This is an optimization exercise on Yosys and OpenROAD, whose aim is small area, not a production implementation.
At most, simulation tests tie the RTL to the original design; equivalence was not proved.
Power is estimated from default activity; no workload was simulated.

Setup of before:
==> module vt_add, before the edit <==
module vt_add #
(
    parameter integer                       W = 32
)
(
    input  wire [W-1:0]                     a,
    input  wire [W-1:0]                     b,
    input  wire                             cin,
    output wire [W-1:0]                     s
);
    localparam integer                      LG = (W > 32) ? 6 : (W > 16) ? 5 : (W > 8) ? 4 : (W > 4) ? 3 : (W > 2) ? 2 : 1;
    wire   [W-1:0]                          p, g, gin;
    assign p   = a ^ b;
    assign g   = a & b;
    assign gin = {g[W-1:1], g[0] | (p[0] & cin)};
    genvar k, i;
    for (k = 0; k < 2 * LG; k = k + 1) begin : level
        localparam integer D = (k < LG) ? (1 << k) : (1 << (2 * LG - 1 - k));
        wire [W-1:0] gi, pi, go, po;
        if (k == 0) begin : first
            assign gi = gin;
            assign pi = p;
        end else begin : next
            assign gi = level[k-1].go;
            assign pi = level[k-1].po;
        end
        for (i = 0; i < W; i = i + 1) begin : bit_
            if ((k <  LG && i >= 2 * D - 1 && (i - (2 * D - 1)) % (2 * D) == 0) ||
                (k >= LG && i >= 3 * D - 1 && (i - (3 * D - 1)) % (2 * D) == 0)) begin : op
                assign go[i] = gi[i] | (pi[i] & gi[i - D]);
                assign po[i] = pi[i] & pi[i - D];
            end else begin : pass
                assign go[i] = gi[i];
                assign po[i] = pi[i];
            end
        end
    end
    assign s = p ^ {level[2*LG-1].go[W-2:0], cin};
endmodule
==> module vt_prefix_and, before the edit <==
module vt_prefix_and #
(
    parameter integer                       W = 32
)
(
    input  wire [W-1:0]                     x,
    output wire [W-1:0]                     y
);
    localparam integer                      LG = (W > 32) ? 6 : (W > 16) ? 5 : (W > 8) ? 4 : (W > 4) ? 3 : (W > 2) ? 2 : 1;
    genvar k, i;
    for (k = 0; k < 2 * LG; k = k + 1) begin : level
        localparam integer D = (k < LG) ? (1 << k) : (1 << (2 * LG - 1 - k));
        wire [W-1:0] qi, qo;
        if (k == 0) begin : first
            assign qi = x;
        end else begin : next
            assign qi = level[k-1].qo;
        end
        for (i = 0; i < W; i = i + 1) begin : bit_
            if ((k <  LG && i >= 2 * D - 1 && (i - (2 * D - 1)) % (2 * D) == 0) ||
                (k >= LG && i >= 3 * D - 1 && (i - (3 * D - 1)) % (2 * D) == 0)) begin : op
                assign qo[i] = qi[i] & qi[i - D];
            end else begin : pass
                assign qo[i] = qi[i];
            end
        end
    end
    assign y = {level[2*LG-1].qo[W-2:0], 1'b1};
endmodule
clock: 8.0 ns
lec_check: 0
cap_margin: 20
core_margin: 2
core_utilization: 40
slew_margin: 20
run.sh (not shown) runs the stock make flow with config.mk's settings and CLKGATE_MAP_FILE= SYNTH_SCRIPT=/design/flow/synth_recipe.tcl, a recipe that flattens the netlist after the stock synthesis.
No stage failed in before, and the final checks on the layout all came back clean.
The inputs of after differ from those of before as listed below.
--- a/flow/design.v
+++ b/flow/design.v
@@ -221,5 +221,5 @@
     output wire [W-1:0]                     s
 );
-    localparam integer                      LG = (W > 32) ? 6 : (W > 16) ? 5 : (W > 8) ? 4 : (W > 4) ? 3 : (W > 2) ? 2 : 1;
+    localparam integer                      LG = $clog2(W);
     wire   [W-1:0]                          p, g, gin;
     assign p   = a ^ b;
@@ -258,5 +258,5 @@
     output wire [W-1:0]                     y
 );
-    localparam integer                      LG = (W > 32) ? 6 : (W > 16) ? 5 : (W > 8) ? 4 : (W > 4) ? 3 : (W > 2) ? 2 : 1;
+    localparam integer                      LG = $clog2(W);
     genvar k, i;
     for (k = 0; k < 2 * LG; k = k + 1) begin : level
--- outcome ---
Delta (after minus before): total of plain and repair buffers excluding clock buffers essentially unchanged; die area essentially unchanged; estimated wirelength of the detail-placed design essentially unchanged; total internal power essentially unchanged. after against before: area occupied by registers saw little to no change, logic depth of the worst setup path including buffers saw little to no change. On sequential power, before and after are neck and neck. after -> before: number of synthesized flops with an enable pin delta 0, exact match. Looking at before and after, the post-route standard cell area excluding fillers is a wash. after closes out successfully: all stages finished, all timing, DRC and antenna checks passed. Any difference in count of clock-buffer cells in the layout between after and before is small enough to ignore. Reported for before and after, number of buffer and inverter stages on the critical path turned out identical to the last digit. Status: placeable core region parity (after, before). Comparing after against before, there is no change at all in sequential share of cell area. Diff after..before | routed wire length | unchanged.
For after, only the layout was checked, not whether the RTL still works.

-- re-timing with driven ports --
The results above use ideal ports. As a check the final layouts listed here were re-extracted and re-timed, cells and wires unchanged.
Step 1: set_driving_cell puts a clkbuf_16 on clk and a buf_2 on each other input, an assumption about the parent block.
Step 2, shift: input delay + t, output delay - t, t = (earliest + latest rising clock arrival at the registers) / 2. This alone moves slack from input paths to output paths.
Three values: ideal, step 1, step 2; two values: the first two.
run | t, ns | setup slack, ns | worst setup path after step 2 | latest minus earliest clock arrival (ns)
before | 0.655 | 0.457 / 0.457 / 0.457 | register to register | 0.029 / 0.029
after | 0.655 | 0.457 / 0.457 / 0.457 | register to register | 0.029 / 0.029
After both steps setup and hold are still met in every run listed.
